What follows belongs to an exercise in optimizing a design on an open flow for small area; a production flow would make more cautious choices. At most, simulation tests tie the RTL to the original design; equivalence was not proved. Function not checked in run 1: the RTL went through the layout flow alone. No run shown here takes its clock network from TritonCTS; it comes from the design's own scripts or RTL. The flow treats the clock pin as an ideal source. Dropping or thinning the clock tree relies on that and would not hold on a real chip. Power figures rest on the tool's default switching activity, not on a simulated workload.

## flow/flow/run.sh

```bash
#!/bin/bash
# Own flow: the standard layout (standard.sh) with changes that only
# affect how the same design is laid out:
#  1. synthesis: the standard synthesis, except that the small
#     combinational modules of the design (k_* and the single gates *g) are
#     mapped one by one (kept as hierarchy until the standard flow's final flatten), and
#     ABC maps with an area-oriented script (flow/abc_area2.script).  The
#     flops are the standard synthesis's.
#  2. port buffers are the minimum-size buffer (every port is still buffered).
#  3. after CTS, the clock tree is rebuilt as CLK_LEAVES buffers fed by the
#     clock port, each driving an equal share of the flops (flow/build_clk.tcl).
# Each tool's output goes to a log file in this folder (and ORFS's own logs).
set -euo pipefail
W=$PWD
export FLOW_FLOW_DIR=$W/flow

# The standard flow's synthesis script, with ABC's script replaced
sed -e "s|^source \$::env(SCRIPTS_DIR)/synth_preamble.tcl\$|&\nset abc_args [lreplace \$abc_args 1 1 $W/flow/abc_area2.script]|" \
    "$FLOW_HOME/scripts/synth.tcl" > "$W/synth_mod.tcl"
grep -q abc_area2 "$W/synth_mod.tcl"
sed -e "s|^source \$::env(SCRIPTS_DIR)/synth.tcl\$|source $W/synth_mod.tcl|" \
    "$W/synth_recipe.tcl" > "$W/my_synth.tcl"
grep -q synth_mod "$W/my_synth.tcl"

# the design's modules to keep through mapping
yosys -p "read_verilog -sv $FLOW_DESIGN; hierarchy -top $FLOW_TOP; ls" > "$W/modules.log" 2>&1
KEEP=$(sed -n '/modules:/,$p' "$W/modules.log" | awk 'NF==1{print $1}' | grep -E '^(k_[A-Za-z0-9_]*|nor2g|nand2g|o2bb2aig|a2bb2oig)$' | tr '\n' ' ')
echo "kept modules: $KEEP" > "$W/keep.log"

export BUFFER_PORTS_ARGS="-buffer_cell sky130_fd_sc_hd__buf_1"
export CTS_ARGS="-sink_clustering_enable -repair_clock_nets -dont_use_dummy_load -buf_list sky130_fd_sc_hd__clkbuf_8"
export POST_CTS_TCL=$W/flow/post_cts.tcl
export CLK_LEAVES=${CLK_LEAVES:-3}
export CLK_LEAF_CELL=${CLK_LEAF_CELL:-sky130_fd_sc_hd__clkbuf_8}

bash standard.sh SYNTH_SCRIPT="$W/my_synth.tcl" SYNTH_KEEP_MODULES="$KEEP" finish > "$W/standard.log" 2>&1
```

## flow/flow/abc_area2.script

```
strash
 dc2
 dch
 amap
 topo
```

## flow/flow/build_clk.tcl

```tcl
# Replace the clock tree with K leaf buffers driven straight from the clock
# port: the flops are split into K groups by position (balanced, sorted along
# the longer axis of the core), each group driven by one buffer at its centroid.
proc build_clock_tree {k cell} {
  set db [ord::get_db]
  set block [ord::get_db_block]
  set master [$db findMaster $cell]
  if {$master == "NULL"} { error "no master $cell" }
  set clkbt [$block findBTerm clock]
  set clknet [$clkbt getNet]
  # 1. remove any existing buffers in the clock network, moving their sinks up
  set changed 1
  while {$changed} {
    set changed 0
    foreach it [$clknet getITerms] {
      set inst [$it getInst]
      if {![string match clkbuf_* [$inst getName]]} continue
      set out [[$inst findITerm X] getNet]
      foreach s [$out getITerms] {
        if {[$s getInst] == $inst} continue
        $s disconnect
        $s connect $clknet
      }
      odb::dbInst_destroy $inst
      odb::dbNet_destroy $out
      set changed 1
      break
    }
  }
  # 2. the sinks: flip-flop clock pins
  set sinks {}
  foreach it [$clknet getITerms] {
    lappend sinks [list [lindex [$it getAvgXY] 1] [lindex [$it getAvgXY] 2] $it]
  }
  set n [llength $sinks]
  # split into k groups: sort by y, cut into rows of groups, then by x
  set sinks [lsort -real -index 1 $sinks]
  set groups {}
  set per [expr {int(ceil(double($n) / $k))}]
  for {set g 0} {$g < $k} {incr g} {
    lappend groups [lrange $sinks [expr {$g * $per}] [expr {($g + 1) * $per - 1}]]
  }
  set i 0
  foreach grp $groups {
    if {[llength $grp] == 0} continue
    set sx 0; set sy 0
    foreach s $grp { set sx [expr {$sx + [lindex $s 0]}]; set sy [expr {$sy + [lindex $s 1]}] }
    set cx [expr {int($sx / [llength $grp])}]
    set cy [expr {int($sy / [llength $grp])}]
    set inst [odb::dbInst_create $block $master clkbuf_leaf_$i]
    $inst setLocation $cx $cy
    $inst setPlacementStatus PLACED
    set net [odb::dbNet_create $block clknet_leaf_$i]
    $net setSigType CLOCK
    [$inst findITerm A] connect $clknet
    [$inst findITerm X] connect $net
    foreach s $grp {
      set it [lindex $s 2]
      $it disconnect
      $it connect $net
    }
    incr i
  }
  puts "build_clock_tree: $i buffers of $cell for $n sinks"
}
```

## flow/flow/post_cts.tcl

```tcl
# POST_CTS hook: replace TritonCTS's tree (an H-tree of 8 leaf buffers plus a
# root for only 60 flops) with a few leaf buffers driven from the clock port.
source $::env(FLOW_FLOW_DIR)/build_clk.tcl
build_clock_tree $::env(CLK_LEAVES) $::env(CLK_LEAF_CELL)
detailed_placement
check_placement -verbose
estimate_parasitics -placement
report_clock_skew
```

## flow/standard.sh

```bash
#!/bin/bash
# synth_recipe.tcl (not shown) runs the flow's synth.tcl, then flattens the netlist and writes it again
# the make line also repeats each setting of config.mk as NAME=value (left out here)
make -C /OpenROAD-flow-scripts/flow DESIGN_CONFIG=/design/flow/config.mk WORK_HOME=/design/flow/orfs CLKGATE_MAP_FILE= SYNTH_SCRIPT=/design/flow/synth_recipe.tcl "${@:-finish}"
```

## flow/config.mk

```make
export PLATFORM = sky130hd
export DESIGN_NAME = tbot
export DESIGN_NICKNAME = tbot
export VERILOG_FILES = /design/flow/design.v
export SDC_FILE = /design/flow/constraint.sdc
export NUM_CORES = 4
export LEC_CHECK = 0
export ABC_AREA = 1
export CAP_MARGIN = 20
export CORE_MARGIN = 2
export CORE_UTILIZATION = 70
export PLACE_DENSITY = 0.8
export SLEW_MARGIN = 20
```

## flow/constraint.sdc

```tcl
create_clock -name core_clock -period 10.0 [get_ports {clock}]
set_input_delay 2.0000 -clock core_clock [delete_from_list [all_inputs] [get_ports {clock}]]
set_output_delay 2.0000 -clock core_clock [all_outputs]
set_load 0.01 [all_outputs]
```

## flow/design.v

```verilog
module signal(clk, reset, en, signal, led);
input clk, reset, en;
output reg signal;
output led;
reg  [9:0] ct;
wire [9:0] ct_d;
wire hold, shift_n, fb_n, sig_d;
k_ct_ctl ctl(.q(ct), .en(en), .reset(reset), .t(signal), .hold(hold), .shift_n(shift_n), .fb_n(fb_n), .t_d(sig_d));
o2bb2aig ct_g_0(.A1_N(ct[0]), .A2_N(hold), .B1(shift_n), .B2(fb_n), .Y(ct_d[0]));
o2bb2aig ct_g_1(.A1_N(ct[1]), .A2_N(hold), .B1(shift_n), .B2(ct[0]), .Y(ct_d[1]));
o2bb2aig ct_g_2(.A1_N(ct[2]), .A2_N(hold), .B1(shift_n), .B2(ct[1]), .Y(ct_d[2]));
o2bb2aig ct_g_3(.A1_N(ct[3]), .A2_N(hold), .B1(shift_n), .B2(ct[2]), .Y(ct_d[3]));
o2bb2aig ct_g_4(.A1_N(ct[4]), .A2_N(hold), .B1(shift_n), .B2(ct[3]), .Y(ct_d[4]));
o2bb2aig ct_g_5(.A1_N(ct[5]), .A2_N(hold), .B1(shift_n), .B2(ct[4]), .Y(ct_d[5]));
o2bb2aig ct_g_6(.A1_N(ct[6]), .A2_N(hold), .B1(shift_n), .B2(ct[5]), .Y(ct_d[6]));
o2bb2aig ct_g_7(.A1_N(ct[7]), .A2_N(hold), .B1(shift_n), .B2(ct[6]), .Y(ct_d[7]));
o2bb2aig ct_g_8(.A1_N(ct[8]), .A2_N(hold), .B1(shift_n), .B2(ct[7]), .Y(ct_d[8]));
o2bb2aig ct_g_9(.A1_N(ct[9]), .A2_N(hold), .B1(shift_n), .B2(ct[8]), .Y(ct_d[9]));
always @(posedge clk) begin
    ct <= ct_d;
    signal <= sig_d;
end
assign led = signal;
endmodule
module k_ct_ctl(input [9:0] q, input en, input reset, input t, output hold, output shift_n, output fb_n, output t_d);
wire ct_end = q[9] & q[8] & q[7] & q[6] & ~q[5] & q[3] & q[2] & ~q[1];    
assign hold = en & reset;
assign shift_n = en | ~reset | ct_end;
assign fb_n = ~(q[9] ^ q[6]);
assign t_d = reset & ~en & (t ^ ct_end);
endmodule
module stepper(clock, en, reset, dir, stepperPins);
input clock, reset, dir, en;
output [3:0] stepperPins;
reg  [9:0] c3;
wire [9:0] c3_d;
wire stp, clr, clr_n, fb_n;
k_c3_ctl ctl(.q(c3), .en(en), .reset(reset), .stp(stp), .clr(clr), .clr_n(clr_n), .fb_n(fb_n));
nor2g  c3_g_0(.A(fb_n), .B(clr), .Y(c3_d[0]));
nand2g c3_g_1(.A(c3[0]), .B(clr_n), .Y(c3_d[1]));
nand2g c3_g_2(.A(c3[1]), .B(clr_n), .Y(c3_d[2]));
nor2g  c3_g_3(.A(c3[2]), .B(clr), .Y(c3_d[3]));
nor2g  c3_g_4(.A(c3[3]), .B(clr), .Y(c3_d[4]));
nand2g c3_g_5(.A(c3[4]), .B(clr_n), .Y(c3_d[5]));
nor2g  c3_g_6(.A(c3[5]), .B(clr), .Y(c3_d[6]));
nand2g c3_g_7(.A(c3[6]), .B(clr_n), .Y(c3_d[7]));
nor2g  c3_g_8(.A(c3[7]), .B(clr), .Y(c3_d[8]));
nor2g  c3_g_9(.A(c3[8]), .B(clr), .Y(c3_d[9]));
always @(posedge clock)
    c3 <= c3_d;
reg  [2:0] step;
wire [2:0] step_d;
k_pos pos(.step(step), .stp(stp), .dir(dir), .reset(reset), .d(step_d), .pins(stepperPins));
always @(posedge clock)
    step <= step_d;
endmodule
module k_c3_ctl(input [9:0] q, input en, input reset, output stp, output clr, output clr_n, output fb_n);
wire [9:0] s = q ^ 10'b1010101010;    
wire z9 = ~|s[8:0];
wire ready = z9 & ~s[9];                    
wire fb = (s[9] ^ s[6]) & ~z9;              
assign stp = ready & en;
assign clr = ~reset | stp;
assign clr_n = ~clr;
assign fb_n = ~(fb ^ 0);
endmodule
module k_pos(input [2:0] step, input stp, input dir, input reset, output [2:0] d, output reg [3:0] pins);
reg [2:0] up, dn;
always @(*)
    case (step)
        3'd0:    begin up = 3'd3; dn = 3'd4; pins = 4'b1000; end   
        3'd1:    begin up = 3'd2; dn = 3'd5; pins = 4'b0010; end   
        3'd2:    begin up = 3'd6; dn = 3'd1; pins = 4'b0011; end   
        3'd3:    begin up = 3'd7; dn = 3'd0; pins = 4'b1100; end   
        3'd4:    begin up = 3'd0; dn = 3'd6; pins = 4'b1001; end   
        3'd5:    begin up = 3'd1; dn = 3'd7; pins = 4'b0110; end   
        3'd6:    begin up = 3'd4; dn = 3'd2; pins = 4'b0001; end   
        default: begin up = 3'd5; dn = 3'd3; pins = 4'b0100; end   
    endcase
assign d = ~reset ? 3'd0 : stp ? (dir ? up : dn) : step;
endmodule
module tbot(clock, m1_en, reset, m1_dir, m1_led, m1_stepperPins, m2_en, m2_dir, m2_led, m2_stepperPins, machine_on, sig, led);
input clock, reset;
input m1_dir, m2_dir, m1_en, m2_en;
output [2:0] m1_led;
output [2:0] m2_led;
output [3:0] m1_stepperPins;
output [3:0] m2_stepperPins;
input machine_on;
output sig, led;
reg  [19:0] c1;
wire [19:0] c1_d;
wire c1_end_n, c1_clr;
k_c1_end c1_e(.q(c1), .end_n(c1_end_n));             
nand2g   c1_c(.A(reset), .B(c1_end_n), .Y(c1_clr));   
nor2g  c1_g_0(.A(c1_fb_n), .B(c1_clr), .Y(c1_d[0]));
nor2g  c1_g_1(.A(c1[0]), .B(c1_clr), .Y(c1_d[1]));
nor2g  c1_g_2(.A(c1[1]), .B(c1_clr), .Y(c1_d[2]));
nor2g  c1_g_3(.A(c1[2]), .B(c1_clr), .Y(c1_d[3]));
nor2g  c1_g_4(.A(c1[3]), .B(c1_clr), .Y(c1_d[4]));
nor2g  c1_g_5(.A(c1[4]), .B(c1_clr), .Y(c1_d[5]));
nor2g  c1_g_6(.A(c1[5]), .B(c1_clr), .Y(c1_d[6]));
nor2g  c1_g_7(.A(c1[6]), .B(c1_clr), .Y(c1_d[7]));
nor2g  c1_g_8(.A(c1[7]), .B(c1_clr), .Y(c1_d[8]));
nor2g  c1_g_9(.A(c1[8]), .B(c1_clr), .Y(c1_d[9]));
nor2g  c1_g_10(.A(c1[9]), .B(c1_clr), .Y(c1_d[10]));
nor2g  c1_g_11(.A(c1[10]), .B(c1_clr), .Y(c1_d[11]));
nor2g  c1_g_12(.A(c1[11]), .B(c1_clr), .Y(c1_d[12]));
nor2g  c1_g_13(.A(c1[12]), .B(c1_clr), .Y(c1_d[13]));
nor2g  c1_g_14(.A(c1[13]), .B(c1_clr), .Y(c1_d[14]));
nor2g  c1_g_15(.A(c1[14]), .B(c1_clr), .Y(c1_d[15]));
nor2g  c1_g_16(.A(c1[15]), .B(c1_clr), .Y(c1_d[16]));
nor2g  c1_g_17(.A(c1[16]), .B(c1_clr), .Y(c1_d[17]));
nor2g  c1_g_18(.A(c1[17]), .B(c1_clr), .Y(c1_d[18]));
nor2g  c1_g_19(.A(c1[18]), .B(c1_clr), .Y(c1_d[19]));
wire c1_fb_n = ~(c1[19] ^ c1[16]);
always @(posedge clock)
    c1 <= c1_d;
reg  [2:0] sec_n;
wire [2:0] sec_d;
k_sec sec(.sec_n(sec_n), .c1_end_n(c1_end_n), .reset(reset), .d(sec_d));
always @(posedge clock)
    sec_n <= sec_d;
assign m1_led = sec_n;
assign m2_led = sec_n;
stepper s1(.clock(clock), .en(m1_en), .reset(reset), .dir(m1_dir), .stepperPins(m1_stepperPins));
stepper s2(.clock(clock), .en(m2_en), .reset(reset), .dir(m2_dir), .stepperPins(m2_stepperPins));
signal signal(.clk(clock), .reset(reset), .en(machine_on), .signal(sig), .led(led));
endmodule
module k_c1_end(input [19:0] q, output end_n);
assign end_n = ~(q[19] & q[18] & q[17] & q[16] & q[15] & ~q[14] & q[13] & ~q[12] & ~q[11] & q[10] & q[9] & ~q[8] & q[7] & ~q[6] & q[5] & q[4] & ~q[3] & ~q[2] & q[1]);
endmodule
module k_sec(input [2:0] sec_n, input c1_end_n, input reset, output [2:0] d);
wire inc = ~c1_end_n | (sec_n == 3'b000);
assign d = ~reset ? 3'b111 : inc ? sec_n - 3'd1 : sec_n;
endmodule
module nor2g(input A, input B, output Y);
assign Y = ~(A | B);
endmodule
module nand2g(input A, input B, output Y);
assign Y = ~(A & B);
endmodule
module o2bb2aig(input A1_N, input A2_N, input B1, input B2, output Y);
assign Y = ~((~A1_N | ~A2_N) & (B1 | B2));
endmodule
```

==> impl_metrics.env, run 1 <==
export IMPL_leakagePower_uw=0.000793
export IMPL_nFillCells=198
export IMPL_gp_congestion=0.782
export IMPL_drc=0
export IMPL_required_ps=10090
export IMPL_finalCritPeriodShare_pct=32.0
export IMPL_dpl_hpwl_mm=2.37
export IMPL_antenna_found_initial=0
export IMPL_insertedDiodeCount=0
export IMPL_syn_nets=219
export IMPL_yosys_warnings=4
export IMPL_initial_core_util_pct=72.1
export IMPL_num_rows=19
export IMPL_power_frac_clock_pct=23.1
export IMPL_synth_cells=210
export IMPL_finalSetupTns_ps=0
export IMPL_cp_max_fo=13
export IMPL_peakVddDrop_v=0.000197
export IMPL_p_int_uw=288
export IMPL_cp_startpoint="reset"
export IMPL_critPathLaunchType="input port"
export IMPL_core_area_mm2=0.00271
export IMPL_synth_area_mm2=0.00195
export IMPL_cpMaxStageDelayCell="or3_1"
export IMPL_dieHeight_um=56.8
export IMPL_firstDrtPassIters=4
export IMPL_syn_area_per_cell_um2=9.31
export IMPL_final_util_pct=77.0
export IMPL_swShare_pct=20.6
export IMPL_synth_most_common_cell="dfxtp_1"
export IMPL_period_minus_slack_ps=3200
export IMPL_combPwrFrac_pct=4.8
export IMPL_status="complete, no violations"
export IMPL_power_switching_uw=74.7
export IMPL_synth_top_cell_area_share_pct=61.5
export IMPL_vias=1444
export IMPL_pin_count=23
export IMPL_ys_flop_type="dfxtp_1"
export IMPL_dieArea_mm2=0.00323
export IMPL_cp_endpoint="signal.ct[3]"
export IMPL_ff2ff_path_depth=7
export IMPL_ant_nets=0
export IMPL_cts_sinks=60
export IMPL_r2r_start="s2.c3[0]"
export IMPL_routedWlPerCell_um=12.7
export IMPL_gr_total_overflow=0
export IMPL_fmax_mhz=313
export IMPL_hp_class="reg2reg"
export IMPL_finalWirelength_mm=3.32
export IMPL_worst_slew_pin_slew_ps=769
export IMPL_reg2reg_slack_ps=7810
export IMPL_rsz0062_at_grt="no"
export IMPL_synth_commonest_cells="dfxtp_1, nor2_1, nand2_1"
export IMPL_worstPathCellList="buf_1 -> clkinv_1 -> or3_1 -> o21ai_0"
export IMPL_ys_seq_area_share_pct=61.5
export IMPL_grt_pass1_wl_mm=5.75
export IMPL_synthTopCellsByArea="dfxtp_1, nor2_1, nand2_1"
export IMPL_drive_above_1_share_pct=1.30
export IMPL_nets=242
export IMPL_vias_per_cell=5.51
export IMPL_worst_slew_margin_rel_pct=48.2
export IMPL_setup_viol=0
export IMPL_async_reset_ff_share_pct=0
export IMPL_fp_dieW_um=56.8
export IMPL_area_growth_syn_to_layout_pct=6.79
export IMPL_setup_worst_path_end_class="register"
export IMPL_skew_ps=8.30
export IMPL_yosysTopAreaCell="dfxtp_1"
export IMPL_setup_slack_ps=6800
export IMPL_finalHoldViolations=0
export IMPL_drv_cap=0
export IMPL_drv_slew=0
export IMPL_dp_slack_ps=6610
export IMPL_synth_cell_type_count=23
export IMPL_grt_max_degree=21
export IMPL_path_class="in2reg"
export IMPL_seqPwrFrac_pct=72.1
export IMPL_first_global_vias=1387
export IMPL_grtUsageTotal_pct=22.2
export IMPL_ys_seq_elements=60
export IMPL_worstReg2RegEnd="s2.c3[7]"
export IMPL_p_per_area_mw_per_mm2=174
export IMPL_clkTransAtPathRegs_ps=110
export IMPL_numPortBuffers=22
export IMPL_synth_edf_count=0
export IMPL_max_stage_delay_ps=520
export IMPL_initialDrtViolationCount=34
export IMPL_arrival_ps=3280
export IMPL_clkLatencyLatePin_ps=170
==> routing by layer <==
metal	track usage [%]	vias up	share of wire (%)
li1	-	750	-
met1	27.9	667	45
met2	40.0	22	51
met3	2.07	5	2.7
met4	6.98	0	1.0
met5	0	-	0
==> sequential cells by signal, summed over array words and instances (netlist names) <==
| signal | count |
|---|---|
| s1.step | 3 |
| signal.ct | 10 |
| signal.signal | 1 |
| c1 | 20 |
| sec_n | 3 |
| s1.c3 | 10 |
| s2.c3 | 10 |
| s2.step | 3 |
==> layout by cell type, fill, tap and decap left out, types with 3 or more instances in the layout <==
| cell type | count |
|---|---|
| o221ai_1 | 7 |
| dfxtp_1 | 60 |
| o22ai_1 | 4 |
| o21ai_0 | 18 |
| a21oi_1 | 8 |
| nand2_1 | 27 |
| clkbuf_8 | 3 |
| clkinv_1 | 19 |
| nand3_1 | 4 |
| buf_1 | 22 |
| nor2_1 | 39 |
==> cell type report <==
| cell class | count | area, um^2 | area share, % |
|---|---|---|---|
| Sequential cell | 60 | 1200 | 57.6 |
| Multi-Input combinational cell | 127 | 652 | 31.2 |
| Tap cell | 31 | 38.8 | 1.86 |
| Buffer | 3 | 41.3 | 1.98 |
| Inverter | 19 | 71.3 | 3.42 |
| Timing Repair Buffer | 22 | 82.6 | 3.96 |
==> logic make-up after synthesis <==
group | after synthesis | share of synthesized area, %
buf+inv | 23 | 5.19
simple gates | 83 | 18.8
fa+ha+maj | 2 | 1.28
flops | 60 | 61.5
compound gates | 42 | 13.3
==> per-stage QoR <==
stage               instances  cell area (um^2)  total power [uW]  hold WS, ps
floorplan                 210              1950               276          362
global placement          259              2050               281          368
detailed placement        259              2050               284          365
global route              262              2090               374          417
finish                    262              2090               362          394
==> worst min-delay path by stage <==
| stage | startpoint | endpoint | cells after the start |
|---|---|---|---|
| final | c1[0] | c1[1] | 1 |
| after global routing | s2.c3[1] | s2.c3[2] | 1 |
| after detailed placement | c1[0] | c1[1] | 1 |
| after global placement | s2.c3[1] | s2.c3[2] | 1 |
| after floorplan | s1.c3[1] | s1.c3[2] | 1 |
==> per-module statistics from Yosys, one instance, submodules excluded <==
module,copies in the design,cells inside,flops+latches
tbot,1,66,60
k_pos,2,17,0
k_c1_end,1,7,0
k_sec,1,10,0
nand2g,9,1,0
o2bb2aig,10,2,0
nor2g,32,1,0
k_c3_ctl,2,11,0
k_ct_ctl,1,10,0
==> power by group through the flow <==
stage	Sequential [uW]	Clock, uW	Combinational [uW]
global placement	266	0	15.8
detailed placement	266	0	17.2
floorplan	264	0	12.4
global route	263	91.0	20.2
finish	261	83.6	17.4
==> critical path: cells and delay by family <==
kind / cells / cell delay, ps
compound gates: 1 / 210
buf+inv: 2 / 540
simple gates: 1 / 520
==> run 2, diff against run 1 <==
--- a/flow/design.v
+++ b/flow/design.v
@@ -6,5 +6,11 @@
 wire [9:0] ct_d;
 wire hold, shift_n, fb_n, sig_d;
-k_ct_ctl ctl(.q(ct), .en(en), .reset(reset), .t(signal), .hold(hold), .shift_n(shift_n), .fb_n(fb_n), .t_d(sig_d));
+wire ct_end;    
+wire ct_m_0, ct_m_1, ct_m_2;
+nand3g ct_m_0_g(.A(ct[9]), .B(ct[7]), .C(ct[3]), .Y(ct_m_0));
+nand3g ct_m_1_g(.A(ct[8]), .B(ct[6]), .C(ct[2]), .Y(ct_m_1));
+nor4g ct_m_2_g(.A(ct[5]), .B(ct[1]), .C(ct_m_0), .D(ct_m_1), .Y(ct_m_2));
+assign ct_end = ct_m_2;
+k_ct_ctl ctl(.qa(ct[9]), .qb(ct[6]), .ct_end(ct_end), .en(en), .reset(reset), .t(signal), .hold(hold), .shift_n(shift_n), .fb_n(fb_n), .t_d(sig_d));
 o2bb2aig ct_g_0(.A1_N(ct[0]), .A2_N(hold), .B1(shift_n), .B2(fb_n), .Y(ct_d[0]));
 o2bb2aig ct_g_1(.A1_N(ct[1]), .A2_N(hold), .B1(shift_n), .B2(ct[0]), .Y(ct_d[1]));
@@ -23,9 +29,8 @@
 assign led = signal;
 endmodule
-module k_ct_ctl(input [9:0] q, input en, input reset, input t, output hold, output shift_n, output fb_n, output t_d);
-wire ct_end = q[9] & q[8] & q[7] & q[6] & ~q[5] & q[3] & q[2] & ~q[1];    
+module k_ct_ctl(input qa, input qb, input ct_end, input en, input reset, input t, output hold, output shift_n, output fb_n, output t_d);
 assign hold = en & reset;
 assign shift_n = en | ~reset | ct_end;
-assign fb_n = ~(q[9] ^ q[6]);
+assign fb_n = ~(qa ^ qb);
 assign t_d = reset & ~en & (t ^ ct_end);
 endmodule
@@ -36,5 +41,13 @@
 wire [9:0] c3_d;
 wire stp, clr, clr_n, fb_n;
-k_c3_ctl ctl(.q(c3), .en(en), .reset(reset), .stp(stp), .clr(clr), .clr_n(clr_n), .fb_n(fb_n));
+wire z9;    
+wire c3_m_0, c3_m_1, c3_m_2, c3_m_3, c3_m_4;
+nor3g c3_m_0_g(.A(c3[8]), .B(c3[4]), .C(c3[0]), .Y(c3_m_0));
+nor2g c3_m_1_g(.A(c3[6]), .B(c3[2]), .Y(c3_m_1));
+nand3g c3_m_2_g(.A(c3[7]), .B(c3[3]), .C(c3_m_0), .Y(c3_m_2));
+nand3g c3_m_3_g(.A(c3[5]), .B(c3[1]), .C(c3_m_1), .Y(c3_m_3));
+nor2g c3_m_4_g(.A(c3_m_2), .B(c3_m_3), .Y(c3_m_4));
+assign z9 = c3_m_4;
+k_c3_ctl ctl(.q9(c3[9]), .qa(c3[6]), .z9(z9), .en(en), .reset(reset), .stp(stp), .clr(clr), .clr_n(clr_n), .fb_n(fb_n));
 nor2g  c3_g_0(.A(fb_n), .B(clr), .Y(c3_d[0]));
 nand2g c3_g_1(.A(c3[0]), .B(clr_n), .Y(c3_d[1]));
@@ -55,9 +68,8 @@
     step <= step_d;
 endmodule
-module k_c3_ctl(input [9:0] q, input en, input reset, output stp, output clr, output clr_n, output fb_n);
-wire [9:0] s = q ^ 10'b1010101010;    
-wire z9 = ~|s[8:0];
-wire ready = z9 & ~s[9];                    
-wire fb = (s[9] ^ s[6]) & ~z9;              
+module k_c3_ctl(input q9, input qa, input z9, input en, input reset, output stp, output clr, output clr_n, output fb_n);
+wire s9 = q9 ^ 1, sa = qa ^ 0;    
+wire ready = z9 & ~s9;                           
+wire fb = (s9 ^ sa) & ~z9;                       
 assign stp = ready & en;
 assign clr = ~reset | stp;
@@ -92,5 +104,13 @@
 wire [19:0] c1_d;
 wire c1_end_n, c1_clr;
-k_c1_end c1_e(.q(c1), .end_n(c1_end_n));             
+wire c1_m_0, c1_m_1, c1_m_2, c1_m_3, c1_m_4, c1_m_5, c1_m_6;
+nand4g c1_m_0_g(.A(c1[19]), .B(c1[16]), .C(c1[10]), .D(c1[5]), .Y(c1_m_0));
+nand4g c1_m_1_g(.A(c1[18]), .B(c1[15]), .C(c1[9]), .D(c1[4]), .Y(c1_m_1));
+nand4g c1_m_2_g(.A(c1[17]), .B(c1[13]), .C(c1[7]), .D(c1[1]), .Y(c1_m_2));
+nor4g c1_m_3_g(.A(c1[14]), .B(c1[8]), .C(c1[2]), .D(c1_m_2), .Y(c1_m_3));
+nor3g c1_m_4_g(.A(c1[12]), .B(c1[6]), .C(c1_m_0), .Y(c1_m_4));
+nor3g c1_m_5_g(.A(c1[11]), .B(c1[3]), .C(c1_m_1), .Y(c1_m_5));
+nand3g c1_m_6_g(.A(c1_m_3), .B(c1_m_4), .C(c1_m_5), .Y(c1_m_6));
+assign c1_end_n = c1_m_6;
 nand2g   c1_c(.A(reset), .B(c1_end_n), .Y(c1_clr));   
 nor2g  c1_g_0(.A(c1_fb_n), .B(c1_clr), .Y(c1_d[0]));
@@ -128,10 +148,10 @@
 signal signal(.clk(clock), .reset(reset), .en(machine_on), .signal(sig), .led(led));
 endmodule
-module k_c1_end(input [19:0] q, output end_n);
-assign end_n = ~(q[19] & q[18] & q[17] & q[16] & q[15] & ~q[14] & q[13] & ~q[12] & ~q[11] & q[10] & q[9] & ~q[8] & q[7] & ~q[6] & q[5] & q[4] & ~q[3] & ~q[2] & q[1]);
-endmodule
 module k_sec(input [2:0] sec_n, input c1_end_n, input reset, output [2:0] d);
-wire inc = ~c1_end_n | (sec_n == 3'b000);
-assign d = ~reset ? 3'b111 : inc ? sec_n - 3'd1 : sec_n;
+wire inc = ~c1_end_n | ~(sec_n[0] | sec_n[1] | sec_n[2]);
+wire inc0 = inc & ~sec_n[0];
+assign d[0] = ~reset | (sec_n[0] ^ inc);
+assign d[1] = ~reset | (sec_n[1] ^ inc0);
+assign d[2] = ~reset | (sec_n[2] ^ (inc0 & ~sec_n[1]));
 endmodule
 module nor2g(input A, input B, output Y);
@@ -141,4 +161,19 @@
 assign Y = ~(A & B);
 endmodule
+module invg(input A, output Y);
+assign Y = ~A;
+endmodule
+module nand3g(input A, input B, input C, output Y);
+assign Y = ~(A & B & C);
+endmodule
+module nand4g(input A, input B, input C, input D, output Y);
+assign Y = ~(A & B & C & D);
+endmodule
+module nor3g(input A, input B, input C, output Y);
+assign Y = ~(A | B | C);
+endmodule
+module nor4g(input A, input B, input C, input D, output Y);
+assign Y = ~(A | B | C | D);
+endmodule
 module o2bb2aig(input A1_N, input A2_N, input B1, input B2, output Y);
 assign Y = ~((~A1_N | ~A2_N) & (B1 | B2));
--- a/flow/flow/run.sh
+++ b/flow/flow/run.sh
@@ -25,5 +25,5 @@
 # the design's modules to keep through mapping
 yosys -p "read_verilog -sv $FLOW_DESIGN; hierarchy -top $FLOW_TOP; ls" > "$W/modules.log" 2>&1
-KEEP=$(sed -n '/modules:/,$p' "$W/modules.log" | awk 'NF==1{print $1}' | grep -E '^(k_[A-Za-z0-9_]*|nor2g|nand2g|o2bb2aig|a2bb2oig)$' | tr '\n' ' ')
+KEEP=$(sed -n '/modules:/,$p' "$W/modules.log" | awk 'NF==1{print $1}' | grep -E '^(k_[A-Za-z0-9_]*|nor2g|nand2g|o2bb2aig|a2bb2oig|invg|nand3g|nand4g|nor3g|nor4g)$' | tr '\n' ' ')
 echo "kept modules: $KEEP" > "$W/keep.log"
 
--- a/flow/config.mk
+++ b/flow/config.mk
@@ -8,6 +8,6 @@
 export ABC_AREA = 1
 export CAP_MARGIN = 20
-export CORE_MARGIN = 2
-export CORE_UTILIZATION = 70
+export CORE_AREA = 2 2 60 60
+export DIE_AREA = 0 0 62 62
 export PLACE_DENSITY = 0.8
 export SLEW_MARGIN = 20
==> run 2 against run 1 <==
Still clean. First-iteration DRC count grew 59%. Fmax grew 0.16%. Sequential power is essentially flat. Clock power grew 0.8%. Critical path type unchanged. Largest power group unchanged.
==> impl_metrics.env, run 2 <==
export IMPL_period_minus_slack_ps=3190
export IMPL_synth_most_common_cell="dfxtp_1"
export IMPL_final_util_pct=63.3
export IMPL_synth_commonest_cells="dfxtp_1, nor2_1, nand2_1"
export IMPL_max_stage_delay_ps=530
export IMPL_area_growth_syn_to_layout_pct=7.86
export IMPL_synth_area_mm2=0.00193
export IMPL_ff2ff_path_depth=8
export IMPL_insertedDiodeCount=0
export IMPL_dieArea_mm2=0.00384
export IMPL_nFillCells=286
export IMPL_synth_adder_area_share_pct=1.30
export IMPL_antenna_found_initial=0
export IMPL_status="complete, no violations"
export IMPL_yosys_warnings=4
export IMPL_critical_path_cell_count=4
export IMPL_r2r_start="s1.c3[4]"
export IMPL_largest_register="c1"
export IMPL_finalWirelength_mm=3.08
export IMPL_firstDrtPassIters=4
export IMPL_routedWlPerCell_um=11.1
export IMPL_cp_max_fo=13
export IMPL_ys_seq_elements=60
export IMPL_fp_dieW_um=62
export IMPL_synth_top_cell_area_share_pct=62.3
export IMPL_cp_startpoint="reset"
export IMPL_grt_pass1_wl_mm=5.08
export IMPL_min_from="s2.c3[1]"
export IMPL_numPortBuffers=22
export IMPL_finalSetupTns_ps=0
export IMPL_syn_area_per_cell_um2=9.18
export IMPL_worst_slew_margin_rel_pct=59.9
export IMPL_layout_common_cells="dfxtp_1, nor2_1, nand2_1, buf_1, o21ai_0"
export IMPL_required_ps=10100
export IMPL_final_common_cell="dfxtp_1"
export IMPL_setup_worst_path_end_class="register"
export IMPL_path_buf_inv=2
export IMPL_ys_seq_area_share_pct=62.3
export IMPL_worstPathCellList="buf_1 -> clkinv_1 -> or3_1 -> o21ai_0"
export IMPL_arrival_ps=3290
export IMPL_design_area_mm2=0.00208
export IMPL_leakagePower_uw=0.000800
export IMPL_setup_viol=0
export IMPL_yosysTopAreaCell="dfxtp_1"
export IMPL_ys_flop_type="dfxtp_1"
export IMPL_synth_edf_count=0
export IMPL_clkLatencyLatePin_ps=170
export IMPL_pin_count=23
export IMPL_vias_per_cell=5.09
export IMPL_synthSimpleGateAreaFrac_pct=18.9
export IMPL_drv_cap=0
export IMPL_worst_slew_pin_slew_ps=600
export IMPL_nets=242
export IMPL_critPathLaunchType="input port"
export IMPL_cpMaxStageDelayCell="or3_1"
export IMPL_dpl_hpwl_mm=2.25
export IMPL_drv_slew=0
export IMPL_synth_xor_area_share_pct=0
export IMPL_first_global_vias=1188
export IMPL_clkTransAtPathRegs_ps=110
export IMPL_fmax_mhz=313
export IMPL_finalCritPeriodShare_pct=31.9
export IMPL_async_reset_ff_share_pct=0
export IMPL_p_per_area_mw_per_mm2=174
export IMPL_hp_class="reg2reg"
export IMPL_initialDrtViolationCount=54
export IMPL_drive_above_1_share_pct=1.30
export IMPL_synth_compound_area_share_pct=12.6
export IMPL_initial_core_util_pct=58.7
export IMPL_peakVddDrop_v=0.0000819
export IMPL_largest_reg_flops=20
export IMPL_dieHeight_um=62
export IMPL_finalHoldViolations=0
export IMPL_core_area_mm2=0.00328
export IMPL_vias=1410
export IMPL_drc=0
export IMPL_synthTopCellsByArea="dfxtp_1, nor2_1, nand2_1"
export IMPL_synth_top_family_by_area="simple AND/OR/NAND/NOR gates"
export IMPL_skew_ps=5.56
export IMPL_syn_nets=219
export IMPL_cts_sinks=60
export IMPL_grtUsageTotal_pct=17.3
export IMPL_rsz0062_at_grt="no"
export IMPL_synth_cell_type_count=21
export IMPL_hold_depth=1
export IMPL_num_rows=21
export IMPL_gr_total_overflow=0
export IMPL_grt_max_degree=21
export IMPL_path_class="in2reg"
export IMPL_cp_top_family="buffers and inverters"
export IMPL_ant_nets=0
export IMPL_post_dp_cell_area_mm2=0.00204
export IMPL_synthMuxAreaShare_pct=0
export IMPL_synth_cells=210
export IMPL_gp_congestion=0.797
[run 2: changes by cell type after synthesis, moves of 2 or more]
cell | before | now
a21oi_1 | 8 | 10
and3_1 | 0 | 2
clkinv_1 | 19 | 17
nand2_1 | 27 | 25
nand3_1 | 4 | 7
nor3_1 | 0 | 4
nor4b_1 | 2 | 0
o221ai_1 | 7 | 3
[run 2: cell families after synthesis]
group / count (synthesis)
fa+ha+maj: 2
buf+inv: 21
flops: 60
simple gates: 86
compound gates: 41
[run 2: final cells by class]
cell class	count	area (um^2)	area share [%]
plain buffers	3	41.3	1.99
flip-flops and latches	60	1200	57.8
well taps	46	57.6	2.77
inverters	17	63.8	3.07
multi-input cells	129	632	30.4
repair buffers	22	82.6	3.97
[run 2: through the flow]
stage | setup WS, ps | std cells | power (uW) | hold slack (ps)
finish | 6810 | 277 | 362 | 402
global route | 6630 | 277 | 378 | 405
detailed placement | 6610 | 274 | 283 | 380
global placement | 6660 | 274 | 282 | 372
floorplan | 7210 | 210 | 276 | 363
[run 2: path summary, 6_finish.rpt]
check                 end  slack, ps
min              s2.c3[2]        400
min reg2reg      s2.c3[2]        400
max reg2reg    s1.step[0]       8390
max          signal.ct[3]       6810
[run 2: report_power, final]
part           switching, uW  total (uW)  internal [uW]  leakage [uW]
clock                   56.3        84.3           28.1     0.0000216
sequential              8.63         261            253      0.000498
combinational           9.87        16.3           6.42      0.000281
total                   74.8         362            287      0.000800
[run 2: layer usage]
| metal | part of all wire (%) | routed length (um) | up-vias | track usage (%) |
|---|---|---|---|---|
| met4 | 0.52 | 16 | 0 | 3.65 |
| met2 | 46 | 1410 | 24 | 26.2 |
| met1 | 50 | 1550 | 638 | 25.7 |
| li1 | - | - | 746 | - |
| met5 | 0 | 0 | - | 0 |
| met3 | 3.4 | 106 | 2 | 3.52 |
[run 2: modules after synthesis, one instance, submodules excluded]
| module | cell area, um^2 | copies in the design |
|---|---|---|
| tbot | 1240 | 1 |
| k_pos | 91.3 | 2 |
| k_sec | 63.8 | 1 |
| k_ct_ctl | 37.5 | 1 |
| k_c3_ctl | 30.0 | 2 |
| o2bb2aig | 8.76 | 10 |
| nand4g | 6.26 | 3 |
| nor4g | 6.26 | 2 |
| nand3g | 5.00 | 7 |
| nor3g | 5.00 | 4 |
| nand2g | 3.75 | 9 |
| nor2g | 3.75 | 36 |
==> run 3, diff against run 2 <==
--- a/flow/design.v
+++ b/flow/design.v
@@ -81,14 +81,14 @@
 always @(*)
     case (step)
-        3'd0:    begin up = 3'd3; dn = 3'd4; pins = 4'b1000; end   
-        3'd1:    begin up = 3'd2; dn = 3'd5; pins = 4'b0010; end   
-        3'd2:    begin up = 3'd6; dn = 3'd1; pins = 4'b0011; end   
-        3'd3:    begin up = 3'd7; dn = 3'd0; pins = 4'b1100; end   
-        3'd4:    begin up = 3'd0; dn = 3'd6; pins = 4'b1001; end   
-        3'd5:    begin up = 3'd1; dn = 3'd7; pins = 4'b0110; end   
-        3'd6:    begin up = 3'd4; dn = 3'd2; pins = 4'b0001; end   
-        default: begin up = 3'd5; dn = 3'd3; pins = 4'b0100; end   
+        3'd0:    begin up = 3'd1; dn = 3'd2; pins = 4'b0100; end   
+        3'd1:    begin up = 3'd7; dn = 3'd0; pins = 4'b0110; end   
+        3'd2:    begin up = 3'd0; dn = 3'd3; pins = 4'b1100; end   
+        3'd3:    begin up = 3'd2; dn = 3'd5; pins = 4'b1000; end   
+        3'd4:    begin up = 3'd5; dn = 3'd6; pins = 4'b0001; end   
+        3'd5:    begin up = 3'd3; dn = 3'd4; pins = 4'b1001; end   
+        3'd6:    begin up = 3'd4; dn = 3'd7; pins = 4'b0011; end   
+        default: begin up = 3'd6; dn = 3'd1; pins = 4'b0010; end   
     endcase
-assign d = ~reset ? 3'd0 : stp ? (dir ? up : dn) : step;
+assign d = ~reset ? 3'd3 : stp ? (dir ? up : dn) : step;
 endmodule
 module tbot(clock, m1_en, reset, m1_dir, m1_led, m1_stepperPins, m2_en, m2_dir, m2_led, m2_stepperPins, machine_on, sig, led);
@@ -149,9 +149,9 @@
 endmodule
 module k_sec(input [2:0] sec_n, input c1_end_n, input reset, output [2:0] d);
-wire inc = ~c1_end_n | ~(sec_n[0] | sec_n[1] | sec_n[2]);
-wire inc0 = inc & ~sec_n[0];
-assign d[0] = ~reset | (sec_n[0] ^ inc);
-assign d[1] = ~reset | (sec_n[1] ^ inc0);
-assign d[2] = ~reset | (sec_n[2] ^ (inc0 & ~sec_n[1]));
+wire z = ~(sec_n[0] | sec_n[1] | sec_n[2]);    
+wire inc_n = c1_end_n & ~z;
+assign d[0] = ~reset | ~(sec_n[0] ^ inc_n);
+assign d[1] = ~reset | (inc_n ? sec_n[1] : (sec_n[1] ^ ~sec_n[0]));
+assign d[2] = ~reset | (inc_n ? sec_n[2] : (sec_n[2] ^ ~(sec_n[0] | sec_n[1])));
 endmodule
 module nor2g(input A, input B, output Y);
--- a/flow/flow/run.sh
+++ b/flow/flow/run.sh
@@ -6,5 +6,6 @@
 #     mapped one by one (kept as hierarchy until the standard flow's final flatten), and
 #     ABC maps with an area-oriented script (flow/abc_area2.script).  The
-#     flops are the standard synthesis's.
+#     flops are the standard synthesis's. Adders are left to ABC (no
+#     ADDER_MAP_FILE), as the design has no arithmetic.
 #  2. port buffers are the minimum-size buffer (every port is still buffered).
 #  3. after CTS, the clock tree is rebuilt as CLK_LEAVES buffers fed by the
@@ -34,3 +35,3 @@
 export CLK_LEAF_CELL=${CLK_LEAF_CELL:-sky130_fd_sc_hd__clkbuf_8}
 
-bash standard.sh SYNTH_SCRIPT="$W/my_synth.tcl" SYNTH_KEEP_MODULES="$KEEP" finish > "$W/standard.log" 2>&1
+bash standard.sh SYNTH_SCRIPT="$W/my_synth.tcl" ADDER_MAP_FILE= SYNTH_KEEP_MODULES="$KEEP" finish > "$W/standard.log" 2>&1
==> run 3 against run 2 <==
Wire length shrank 0.97%. Synthesized cell count shrank 1.4%. Clock skew shrank 2.8 ps. Fmax shrank 0.88%. Flip-flop and latch count is the same. Setup slack lost 28 ps. Critical endpoint is now signal.ct[6]. Still clean on timing, DRC and antenna. Area after synthesis shrank 1.4%. Critical path depth grew 1.
==> impl_metrics.env, run 3 <==
export IMPL_fmax_mhz=311
export IMPL_final_util_pct=62.5
export IMPL_finalWirelength_mm=3.05
export IMPL_clkTransAtPathRegs_ps=110
export IMPL_leakagePower_uw=0.000765
export IMPL_initialDrtViolationCount=116
export IMPL_synth_cells=207
export IMPL_insertedDiodeCount=0
export IMPL_rsz0062_at_grt="no"
export IMPL_hold_depth=1
export IMPL_numPortBuffers=22
export IMPL_pin_count=23
export IMPL_design_area_mm2=0.00205
export IMPL_gp_congestion=0.756
export IMPL_setup_worst_path_end_class="register"
export IMPL_path_class="in2reg"
export IMPL_nFillCells=279
export IMPL_worst_slew_margin_rel_pct=58.2
export IMPL_synth_commonest_cells="dfxtp_1, nor2_1, nand2_1"
export IMPL_largest_reg_flops=20
export IMPL_yosys_warnings=4
export IMPL_arrival_ps=3310
export IMPL_grtUsageTotal_pct=17.4
export IMPL_grt_max_degree=21
export IMPL_synth_top_cell_area_share_pct=63.2
export IMPL_synthTopCellsByArea="dfxtp_1, nor2_1, nand2_1"
export IMPL_initial_core_util_pct=57.9
export IMPL_syn_area_per_cell_um2=9.18
export IMPL_ys_seq_area_share_pct=63.2
export IMPL_clkLatencyLatePin_ps=160
export IMPL_largest_register="c1"
export IMPL_synth_cell_type_count=20
export IMPL_reg2reg_slack_ps=8360
export IMPL_status="complete, no violations"
export IMPL_drive_above_1_share_pct=1.32
export IMPL_ys_seq_elements=60
export IMPL_yosysTopAreaCell="dfxtp_1"
export IMPL_min_from="c1[0]"
export IMPL_dieArea_mm2=0.00384
export IMPL_layout_common_cells="dfxtp_1, nor2_1, nand2_1, buf_1, o21ai_0"
export IMPL_finalCritPeriodShare_pct=32.2
export IMPL_fp_dieW_um=62
export IMPL_cpMaxStageDelayCell="nor2b_1"
export IMPL_worstReg2RegEnd="c1[17]"
export IMPL_worst_slew_pin_slew_ps=626
export IMPL_post_dp_cell_area_mm2=0.00201
export IMPL_antenna_found_initial=0
export IMPL_synth_area_mm2=0.00190
export IMPL_cts_sinks=60
export IMPL_area_growth_syn_to_layout_pct=7.97
export IMPL_worstHoldEndpoint="c1[1]"
export IMPL_final_common_cell="dfxtp_1"
export IMPL_core_area_mm2=0.00328
export IMPL_setup_viol=0
export IMPL_synth_edf_count=0
export IMPL_critPathLaunchType="input port"
export IMPL_drv_cap=0
export IMPL_vias=1380
export IMPL_skew_ps=2.81
export IMPL_nets=237
export IMPL_cp_max_fo=11
export IMPL_drv_slew=0
export IMPL_routedWlPerCell_um=11.1
export IMPL_r2r_start="c1[13]"
export IMPL_max_stage_delay_ps=540
export IMPL_dp_cells=271
export IMPL_worstPathCellList="buf_1 -> clkinv_1 -> nor2b_1 -> nand2_1 -> o21ai_0"
export IMPL_period_minus_slack_ps=3220
export IMPL_finalHoldViolations=0
export IMPL_dpl_hpwl_mm=2.19
export IMPL_num_rows=21
export IMPL_first_global_vias=1216
export IMPL_hp_class="reg2reg"
export IMPL_ys_flop_type="dfxtp_1"
export IMPL_firstDrtPassIters=4
export IMPL_grt_pass1_wl_mm=4.98
export IMPL_peakVddDrop_v=0.0000733
export IMPL_ff2ff_path_depth=5
export IMPL_dieHeight_um=62
export IMPL_vias_per_cell=5.04
export IMPL_ant_nets=0
export IMPL_async_reset_ff_share_pct=0
export IMPL_p_per_area_mw_per_mm2=176
export IMPL_gr_total_overflow=0
export IMPL_drc=0
export IMPL_required_ps=10090
export IMPL_synth_most_common_cell="dfxtp_1"
export IMPL_syn_nets=214
export IMPL_finalSetupTns_ps=0
export IMPL_fin_cells=274
==> run 3: cell families after synthesis <==
family	synth area share (%)
buffers and inverters	4.35
flip-flops	63.2
AO/OA/AOI/OAI	12.5
AND/OR/NAND/NOR	19.9
==> run 3: report_power, final <==
part	switching (uW)	internal (uW)	leakage, uW
clock	56.0	28.1	0.0000216
combinational	10.4	6.40	0.000246
sequential	8.29	253	0.000498
==> run 3: how the worst max path moves through the flow <==
stage,start,to,depth (start not counted)
2_1_floorplan,m1_en,s1.c3[0],4
3_3_place_gp,reset,signal.ct[3],4
3_5_place_dp,reset,signal.ct[6],5
5_1_grt,reset,signal.ct[6],5
6_report,reset,signal.ct[6],5
==> run 3: critical path, delay by kind of cell <==
kind,cells,cell delay (ps)
simple gates,2,670
buf+inv,2,520
compound gates,1,120
==> run 3: metrics by stage <==
stage	total power, uW	worst slack (ps)	hold WS (ps)
after floorplan	276	7210	363
after global placement	282	6720	365
after detailed placement	283	6620	371
after global routing	378	6630	403
final	362	6780	384
==> run 3: final cells by class <==
type                    instances  area [um^2]  area share, %
multi-input cells             129          617           30.1
well taps                      46         57.6           2.80
flip-flops and latches         60         1200           58.5
repair buffers                 22         82.6           4.02
inverters                      14         52.6           2.56
plain buffers                   3         41.3           2.01
==> run 3: Yosys stat by module, one instance, submodules excluded <==
module / cells inside / times used
nor3g: 1 / 4
k_pos: 16 / 2
o2bb2aig: 2 / 10
nor4g: 1 / 2
k_c3_ctl: 6 / 2
nand4g: 1 / 3
k_ct_ctl: 7 / 1
nand2g: 1 / 9
nand3g: 1 / 7
tbot: 66 / 1
nor2g: 1 / 36
k_sec: 9 / 1
==> run 3: layer usage <==
layer	GRT usage, %	up-vias	part of all wire (%)
met3	3.11	3	3.8
met1	23.4	612	52
met2	29.0	28	42
li1	-	737	-
met4	4.56	0	1.2
met5	0	-	0

## what the ideal ports hide
The flow's constraints put no driver on any port. The routed layouts listed below were extracted and timed again, unchanged, in two steps.
Step 1 assumes that a clkbuf_16 drives the clock port and a buf_2 every other input.
Step 2 adds t to the input delays and takes it off the output delays; t is the mean of the earliest and latest rising clock arrival at the registers after step 1. Input paths then give back, and output paths get back, about the clock's delay inside the block.
a / b / c = ideal ports / drivers / drivers and shift; a / b = the first two.
| run | shift t [ns] | setup WS [ns] | hold WS [ns] | worst setup path after step 2 | latest minus earliest clock arrival (ns) |
|---|---|---|---|---|---|
| run 1 | 0.204 | 6.804 / 6.819 / 6.615 | 0.394 / 0.394 / 0.394 | input to register | 0.009 / 0.008 |
| run 2 | 0.204 | 6.809 / 6.823 / 6.619 | 0.402 / 0.402 / 0.402 | input to register | 0.007 / 0.007 |
| run 3 | 0.204 | 6.780 / 6.796 / 6.593 | 0.384 / 0.384 / 0.384 | input to register | 0.003 / 0.003 |
After both steps every run listed still meets setup and hold. For run 2, which loses most, drivers alone change the setup slack by +0.014 ns; drivers and shift together by -0.190 ns.
